Context: an optimization exercise on an open-source flow, tuned for small area and a short achievable clock period. The choices shown serve that exercise and are no tape-out recipe. Function was checked by simulation only, so behaviour that the tests miss may differ from the original. Power is estimated from default activity; no workload was simulated.

## north
## pipecpu
module pipecpu(clk, rst, instr, readdata, PC, MemWrite, aluout, writedata);
   input         clk;
   input         rst;
   input  [31:0] instr;
   input  [31:0] readdata;
   output [31:0] PC;
   output        MemWrite;
   output [31:0] aluout;
   output [31:0] writedata;
   localparam OP_ADD = 0, OP_AND = 1, OP_OR = 2, OP_XOR = 3, OP_NOR = 4,
              OP_SLT = 5, OP_SLL = 6, OP_SRL = 7, OP_SRA = 8;
   reg  [31:0] dinst;
   reg         fea, feb;
   reg         fla, flb;
   reg         fxa, fxb;
   reg  [31:0] pcn, bpcr;        
   reg  [31:0] ea, eb, es;       
   reg         ecin;             
   reg  [4:0]  esa;              
   reg  [8:0]  eop;
   reg  [4:0]  ern;
   reg         ewreg, em2reg, ewmem;
   reg  [31:0] malu, mb;
   reg  [4:0]  mrn;
   reg         mwreg, mm2reg, mwmem;
   assign MemWrite = mwmem;
   assign aluout = malu;
   assign writedata = mb;
   wire [5:0] op = dinst[31:26];
   wire [5:0] func = dinst[5:0];
   wire [4:0] rs = dinst[25:21];
   wire [4:0] rt = dinst[20:16];
   wire [4:0] rd = dinst[15:11];
   wire r_type = ~|op;
   wire i_add  = r_type & (func == 6'b100000);
   wire i_sub  = r_type & (func == 6'b100010);
   wire i_and  = r_type & (func == 6'b100100);
   wire i_or   = r_type & (func == 6'b100101);
   wire i_xor  = r_type & (func == 6'b100110);
   wire i_nor  = r_type & (func == 6'b100111);
   wire i_slt  = r_type & (func == 6'b101010);
   wire i_sll  = r_type & (func == 6'b000000);
   wire i_srl  = r_type & (func == 6'b000010);
   wire i_sra  = r_type & (func == 6'b000011);
   wire i_sllv = r_type & (func == 6'b000100);
   wire i_srlv = r_type & (func == 6'b000110);
   wire i_jr   = r_type & (func == 6'b001000);
   wire i_addi = (op == 6'b001000);
   wire i_andi = (op == 6'b001100);
   wire i_ori  = (op == 6'b001101);
   wire i_xori = (op == 6'b001110);
  ...
Size: ~5,600 cells after synthesis, roughly 160 I/O pins, about 0.070 mm2 of cells after synthesis.
clock: 12.5 ns
lec_check: 0
cap_margin: 20
core_margin: 2
core_utilization: 50
cts_cluster_diameter: 85
cts_cluster_size: 25
place_density: 0.75
slew_margin: 20
synth_hierarchical: 1
standard.sh (not shown) runs the stock make flow with config.mk's settings and CLKGATE_MAP_FILE= SYNTH_SCRIPT=/design/flow/synth_recipe.tcl, a recipe that flattens the netlist after the stock synthesis.
==> flow/flow/run.sh <==
#!/bin/bash
# The standard layout, with timing repair aiming well below the clock
# period (the SDC is unchanged), plain buffers on the ports, and without the
# slow two-stage OR / AND cells (the platform's don't-use cells stay
# don't-use).
set -euo pipefail
DONT_USE="sky130_fd_sc_hd__probe_p_8 sky130_fd_sc_hd__probec_p_8 sky130_fd_sc_hd__lpflow_bleeder_1 sky130_fd_sc_hd__lpflow_clkbufkapwr_1 sky130_fd_sc_hd__lpflow_clkbufkapwr_16 sky130_fd_sc_hd__lpflow_clkbufkapwr_2 sky130_fd_sc_hd__lpflow_clkbufkapwr_4 sky130_fd_sc_hd__lpflow_clkbufkapwr_8 sky130_fd_sc_hd__lpflow_clkinvkapwr_1 sky130_fd_sc_hd__lpflow_clkinvkapwr_16 sky130_fd_sc_hd__lpflow_clkinvkapwr_2 sky130_fd_sc_hd__lpflow_clkinvkapwr_4 sky130_fd_sc_hd__lpflow_clkinvkapwr_8 sky130_fd_sc_hd__lpflow_decapkapwr_12 sky130_fd_sc_hd__lpflow_decapkapwr_3 sky130_fd_sc_hd__lpflow_decapkapwr_4 sky130_fd_sc_hd__lpflow_decapkapwr_6 sky130_fd_sc_hd__lpflow_decapkapwr_8 sky130_fd_sc_hd__lpflow_inputiso0n_1 sky130_fd_sc_hd__lpflow_inputiso0p_1 sky130_fd_sc_hd__lpflow_inputiso1n_1 sky130_fd_sc_hd__lpflow_inputiso1p_1 sky130_fd_sc_hd__lpflow_inputisolatch_1 sky130_fd_sc_hd__lpflow_isobufsrc_1 sky130_fd_sc_hd__lpflow_isobufsrc_16 sky130_fd_sc_hd__lpflow_isobufsrc_2 sky130_fd_sc_hd__lpflow_isobufsrc_4 sky130_fd_sc_hd__lpflow_isobufsrc_8 sky130_fd_sc_hd__lpflow_isobufsrckapwr_16 sky130_fd_sc_hd__lpflow_lsbuf_lh_hl_isowell_tap_1 sky130_fd_sc_hd__lpflow_lsbuf_lh_hl_isowell_tap_2 sky130_fd_sc_hd__lpflow_lsbuf_lh_hl_isowell_tap_4 sky130_fd_sc_hd__lpflow_lsbuf_lh_isowell_4 sky130_fd_sc_hd__lpflow_lsbuf_lh_isowell_tap_1 sky130_fd_sc_hd__lpflow_lsbuf_lh_isowell_tap_2 sky130_fd_sc_hd__lpflow_lsbuf_lh_isowell_tap_4 sky130_fd_sc_hd__a2111o_1 sky130_fd_sc_hd__a2111o_2 sky130_fd_sc_hd__a2111o_4 sky130_fd_sc_hd__and4_1 sky130_fd_sc_hd__and4_2 sky130_fd_sc_hd__and4_4 sky130_fd_sc_hd__and4b_1 sky130_fd_sc_hd__and4b_2 sky130_fd_sc_hd__and4b_4 sky130_fd_sc_hd__and4bb_1 sky130_fd_sc_hd__and4bb_2 sky130_fd_sc_hd__and4bb_4 sky130_fd_sc_hd__o2111a_1 sky130_fd_sc_hd__o2111a_2 sky130_fd_sc_hd__o2111a_4 sky130_fd_sc_hd__or3_1 sky130_fd_sc_hd__or3_2 sky130_fd_sc_hd__or3_4 sky130_fd_sc_hd__or3b_1 sky130_fd_sc_hd__or3b_2 sky130_fd_sc_hd__or3b_4 sky130_fd_sc_hd__or4_1 sky130_fd_sc_hd__or4_2 sky130_fd_sc_hd__or4_4 sky130_fd_sc_hd__or4b_1 sky130_fd_sc_hd__or4b_2 sky130_fd_sc_hd__or4b_4 sky130_fd_sc_hd__or4bb_1 sky130_fd_sc_hd__or4bb_2 sky130_fd_sc_hd__or4bb_4 "
bash standard.sh SETUP_SLACK_MARGIN=8.5 "BUFFER_PORTS_ARGS=-buffer_cell sky130_fd_sc_hd__buf_4" "DONT_USE_CELLS=$DONT_USE" finish > standard_flow.log 2>&1
[inputs] south vs north
--- a/flow/design.v
+++ b/flow/design.v
@@ -155,23 +155,25 @@
    wire [31:0] jpc = {pcn[31:28], dinst[25:0], 2'b00};
    wire [31:0] pci;       
    wire [31:0] pc4 = pci + 32'd4;
    wire [31:0] npc = stall ? pci : i_jr ? a : (i_j | i_jal) ? jpc : pc4;
    always @(posedge clk or posedge rst) begin
       if (rst) pcn <= 32'd0;
       else pcn <= npc;
    end
    generate
-      for (gi = 0; gi < 4; gi = gi + 1) begin : g_pc
-         pc_sel psel (.clk(clk), .rst(rst), .ntaken(ntaken), .bpc(bpcr[gi*8 +: 8]),
-                      .pcn(pcn[gi*8 +: 8]), .pc(PC[gi*8 +: 8]));
-         pc_sel isel (.clk(clk), .rst(rst), .ntaken(ntaken), .bpc(bpcr[gi*8 +: 8]),
-                      .pcn(pcn[gi*8 +: 8]), .pc(pci[gi*8 +: 8]));
+      for (gi = 0; gi < 8; gi = gi + 1) begin : g_pc
+         pc_sel psel (.clk(clk), .rst(rst), .ntaken(ntaken), .bpc(bpcr[gi*4 +: 4]),
+                      .pcn(pcn[gi*4 +: 4]), .pc(PC[gi*4 +: 4]));
+      end
+      for (gi = 0; gi < 2; gi = gi + 1) begin : g_pci
+         pci_sel isel (.clk(clk), .rst(rst), .ntaken(ntaken), .bpc(bpcr[gi*16 +: 16]),
+                       .pcn(pcn[gi*16 +: 16]), .pc(pci[gi*16 +: 16]));
       end
    endgenerate
    always @(posedge clk) bpcr <= bpc;
    always @(posedge clk or posedge rst) begin
       if (rst) dinst <= 32'd0;
       else if (!stall) dinst <= instr;
    end
    wire dsub = i_sub | i_beq | i_bne | i_slt;
    wire [8:0] dop;
@@ -304,18 +306,29 @@
    endgenerate
    wire eq_add = &(~(x ^ p ^ cin_i));
    wire eq_ls = &(~(els ^ x));
    wire eq_n = &(~(ao ^ bo));
    wire eq = m_same | (m_n & eq_n) | (m_add & eq_add) | (m_ls & eq_ls);
    assign taken = beq & eq | bne & ~eq;
 endmodule
 module pc_sel(clk, rst, ntaken, bpc, pcn, pc);
    input        clk, rst, ntaken;
-   input  [7:0] bpc, pcn;
-   output [7:0] pc;
+   input  [3:0] bpc, pcn;
+   output [3:0] pc;
+   reg taken;
+   always @(posedge clk or posedge rst) begin
+      if (rst) taken <= 1'b0;
+      else taken <= ntaken;
+   end
+   assign pc = taken ? bpc : pcn;
+endmodule
+module pci_sel(clk, rst, ntaken, bpc, pcn, pc);
+   input         clk, rst, ntaken;
+   input  [15:0] bpc, pcn;
+   output [15:0] pc;
    reg taken;
    always @(posedge clk or posedge rst) begin
       if (rst) taken <= 1'b0;
       else taken <= ntaken;
    end
    assign pc = taken ? bpc : pcn;
 endmodule
Notes after the runs:
Relative to north, worst slew margin relative to its limit has gone up in south.
Post-synthesis xor/xnor area fraction of south is on par with north.
| post-synth design cell area | north vs south | ≈ equal |
Slowest cell on the critical path = sky130_fd_sc_hd__dfrtp_2: north; slowest cell on the critical path = sky130_fd_sc_hd__dfrtp_1: south
south vs. north: filler cell count in the final layout -about 0.37%, overall power of the completed layout picked up an extra 56 uW, final core area utilization now larger, final cell count held, post-route clock skew went down.
Going from north to south, the worst endpoint required time was found to have gone up by 3.11 ns.
north -> south: share of total power in the clock network flat
Measured against each other, south and north differ in power share of the combinational group, the lower figure coming from north.

========
pipecpu, a different RTL version from the one above (not shown whole).
Size in the first run: ~5,500 cells after synthesis, roughly 160 I/O pins, ~68,000 sq um of cells after synthesis.
==> flow/config.mk <==
export PLATFORM = sky130hd
export DESIGN_NAME = pipecpu
export DESIGN_NICKNAME = pipecpu
export VERILOG_FILES = /design/flow/design.v
export SDC_FILE = /design/flow/constraint.sdc
export NUM_CORES = 8
export LEC_CHECK = 0
export CAP_MARGIN = 20
export CORE_MARGIN = 2
export CORE_UTILIZATION = 50
export CTS_CLUSTER_DIAMETER = 70
export CTS_CLUSTER_SIZE = 20
export PLACE_DENSITY = 0.75
export SLEW_MARGIN = 20
export SYNTH_HIERARCHICAL = 1
==> flow/constraint.sdc <==
create_clock -name core_clock -period 12.5 [get_ports {clk}]
set_input_delay 2.5000 -clock core_clock [delete_from_list [all_inputs] [get_ports {clk}]]
set_output_delay 2.5000 -clock core_clock [all_outputs]
set_load 0.01 [all_outputs]
Scripts as last shown in full above: flow/flow/run.sh
Rerun with:
--- a/flow/design.v
+++ b/flow/design.v
@@ -4,19 +4,18 @@
    input  [31:0] instr;
    input  [31:0] readdata;
    output [31:0] PC;
    output        MemWrite;
    output [31:0] aluout;
    output [31:0] writedata;
    localparam OP_ADD = 0, OP_AND = 1, OP_OR = 2, OP_XOR = 3, OP_NOR = 4,
               OP_SLT = 5, OP_SLL = 6, OP_SRL = 7, OP_SRA = 8;
    reg  [31:0] dinst;
-   reg  [31:1] sela, selb;       
    reg         fea, feb;
    reg         fla, flb;
    reg         fxa, fxb;
    reg  [31:0] pcn, bpcr;        
    reg  [31:0] ea, eb, es;       
    reg         ecin;             
    reg  [4:0]  esa;              
    reg  [8:0]  eop;
    reg  [4:0]  ern;
@@ -80,61 +79,62 @@
          assign wsel[gi] = mwreg & (mrn == gi);
          always @(posedge clk)
             if (wsel[gi]) rf[gi] <= wdi;
       end
    endgenerate
    always @(posedge clk or posedge rst) begin
       if (rst) rfv <= 31'd0;
       else rfv <= rfv | wsel;
    end
-   wire [31*32-1:0] rfq;
+   wire [31*16-1:0] rfh [0:1];    
    generate
       for (gi = 1; gi < 32; gi = gi + 1) begin : g_rfq
-         assign rfq[(gi-1)*32 +: 32] = rf[gi];
+         assign rfh[0][(gi-1)*16 +: 16] = rf[gi][15:0];
+         assign rfh[1][(gi-1)*16 +: 16] = rf[gi][31:16];
       end
    endgenerate
    wire [31:0] qa, qb;
-   rf_read rda (.d(rfq), .sel(sela), .q(qa));
-   rf_read rdb (.d(rfq), .sel(selb), .q(qb));
+   wire [31:1] nsela, nselb;    
+   generate
+      for (gi = 0; gi < 2; gi = gi + 1) begin : g_rd
+         rf_read rda (.clk(clk), .rst(rst), .nsel(nsela), .d(rfh[gi]), .q(qa[gi*16 +: 16]));
+         rf_read rdb (.clk(clk), .rst(rst), .nsel(nselb), .d(rfh[gi]), .q(qb[gi*16 +: 16]));
+      end
+   endgenerate
    wire [31:0] ealu;
    wire [31:0] ao = ({32{fla}} & readdata) | ({32{fxa}} & malu) | qa;    
    wire [31:0] bo = ({32{flb}} & readdata) | ({32{fxb}} & malu) | qb;    
    wire [31:0] a = ({32{fea}} & ealu) | ao;
    wire [31:0] b = ({32{feb}} & ealu) | bo;
    wire [31:0] ninst = stall ? dinst : instr;
    wire [4:0]  nrs = ninst[25:21];
    wire [4:0]  nrt = ninst[20:16];
    wire [31:1] nvalid = rfv | wsel;
    wire efwd = ~stall & dwreg & ~i_lw;
    wire nfea = efwd & (rn == nrs);
    wire nfeb = efwd & (rn == nrt);
    wire nfma = ewreg & (ern == nrs) & ~nfea;
    wire nfmb = ewreg & (ern == nrt) & ~nfeb;
-   wire [31:1] nsela, nselb;
    generate
       for (gi = 1; gi < 32; gi = gi + 1) begin : g_sel
          assign nsela[gi] = (nrs == gi) & nvalid[gi] & ~nfea & ~nfma;
          assign nselb[gi] = (nrt == gi) & nvalid[gi] & ~nfeb & ~nfmb;
       end
    endgenerate
    always @(posedge clk or posedge rst) begin
       if (rst) begin
-         sela <= 31'd0;
-         selb <= 31'd0;
          fea <= 1'b0;
          feb <= 1'b0;
          fla <= 1'b0;
          flb <= 1'b0;
          fxa <= 1'b0;
          fxb <= 1'b0;
       end else begin
-         sela <= nsela;
-         selb <= nselb;
          fea <= nfea;
          feb <= nfeb;
          fla <= nfma & em2reg;
          flb <= nfmb & em2reg;
          fxa <= nfma & ~em2reg;
          fxb <= nfmb & ~em2reg;
       end
    end
    wire [31:0] ep = ea ^ eb;
@@ -226,27 +226,33 @@
          mm2reg <= em2reg;
          mwmem <= ewmem;
       end
    end
    always @(posedge clk) begin
       mb <= es;
       mrn <= ern;
    end
 endmodule
-module rf_read(d, sel, q);
-   input  [31*32-1:0] d;
-   input  [31:1]      sel;
-   output reg [31:0]  q;
+module rf_read(clk, rst, nsel, d, q);
+   input              clk, rst;
+   input  [31:1]      nsel;
+   input  [31*16-1:0] d;
+   output reg [15:0]  q;
+   reg [31:1] sel;
+   always @(posedge clk or posedge rst) begin
+      if (rst) sel <= 31'd0;
+      else sel <= nsel;
+   end
    integer k;
    always @(*) begin
-      q = 32'd0;
+      q = 16'd0;
       for (k = 1; k < 32; k = k + 1)
-         q = q | (d[(k-1)*32 +: 32] & {32{sel[k]}});
+         q = q | (d[(k-1)*16 +: 16] & {16{sel[k]}});
    end
 endmodule
 module alu_add(a, b, cin, sum, slt);
    input  [31:0] a, b;
    input         cin;
    output [31:0] sum;
    output        slt;
    wire [32:0] sum1 = {a, 1'b1} + {b, cin};
    assign sum = sum1[32:1];
Outcome: The changed run finished with timing, DRC and antenna clean. Non-clock buffer count shrinks by 43. First-iteration DRC count rose by a few percent. Global-route usage shrinks by 0.90 points. Die area increases by a few percent. Setup slack gets better by 0.12 ns. Critical path depth falls by 3. Design area climbs by a few percent.

## afterwards: timing with drivers on the ports
In the flow no input, the clock included, has a driving cell. The finished layouts below were timed again as built, in two steps.
Step 1 (the two cells are an assumption about what drives the block):
set clk [get_ports {clk}]
set_driving_cell -lib_cell sky130_fd_sc_hd__clkbuf_16 $clk
set_driving_cell -lib_cell sky130_fd_sc_hd__buf_2 [delete_from_list [all_inputs] $clk]
Step 2 also shifts input and output timing later by t, the mid clock arrival at the registers, as if the neighbouring blocks saw the same clock.
Three values: ideal ports, drivers, drivers and shift; two values: the first two.
| run | t, ns | setup slack, ns | worst hold slack (ns) | latest minus earliest clock arrival (ns) | worst slew at a driven data input, ns |
|---|---|---|---|---|---|
| north | 0.794 | 8.198 / 8.124 / 7.563 | 0.356 / 0.356 / 0.356 | 0.055 / 0.056 | 0.08 |
| south | 0.804 | 8.235 / 8.207 / 7.478 | 0.363 / 0.363 / 0.363 | 0.050 / 0.050 | 0.10 |
| the first run of note 2 | 0.813 | 8.090 / 8.090 / 7.322 | 0.366 / 0.366 / 0.366 | 0.074 / 0.074 | 0.18 |
| the second run of note 2 | 0.814 | 8.209 / 8.150 / 7.520 | 0.354 / 0.354 / 0.354 | 0.054 / 0.054 | 0.07 |
After both steps every run listed still meets setup and hold. The setup slack of the first run of note 2, which loses most, moves by 0.000 ns with the drivers and by -0.768 ns with both steps.
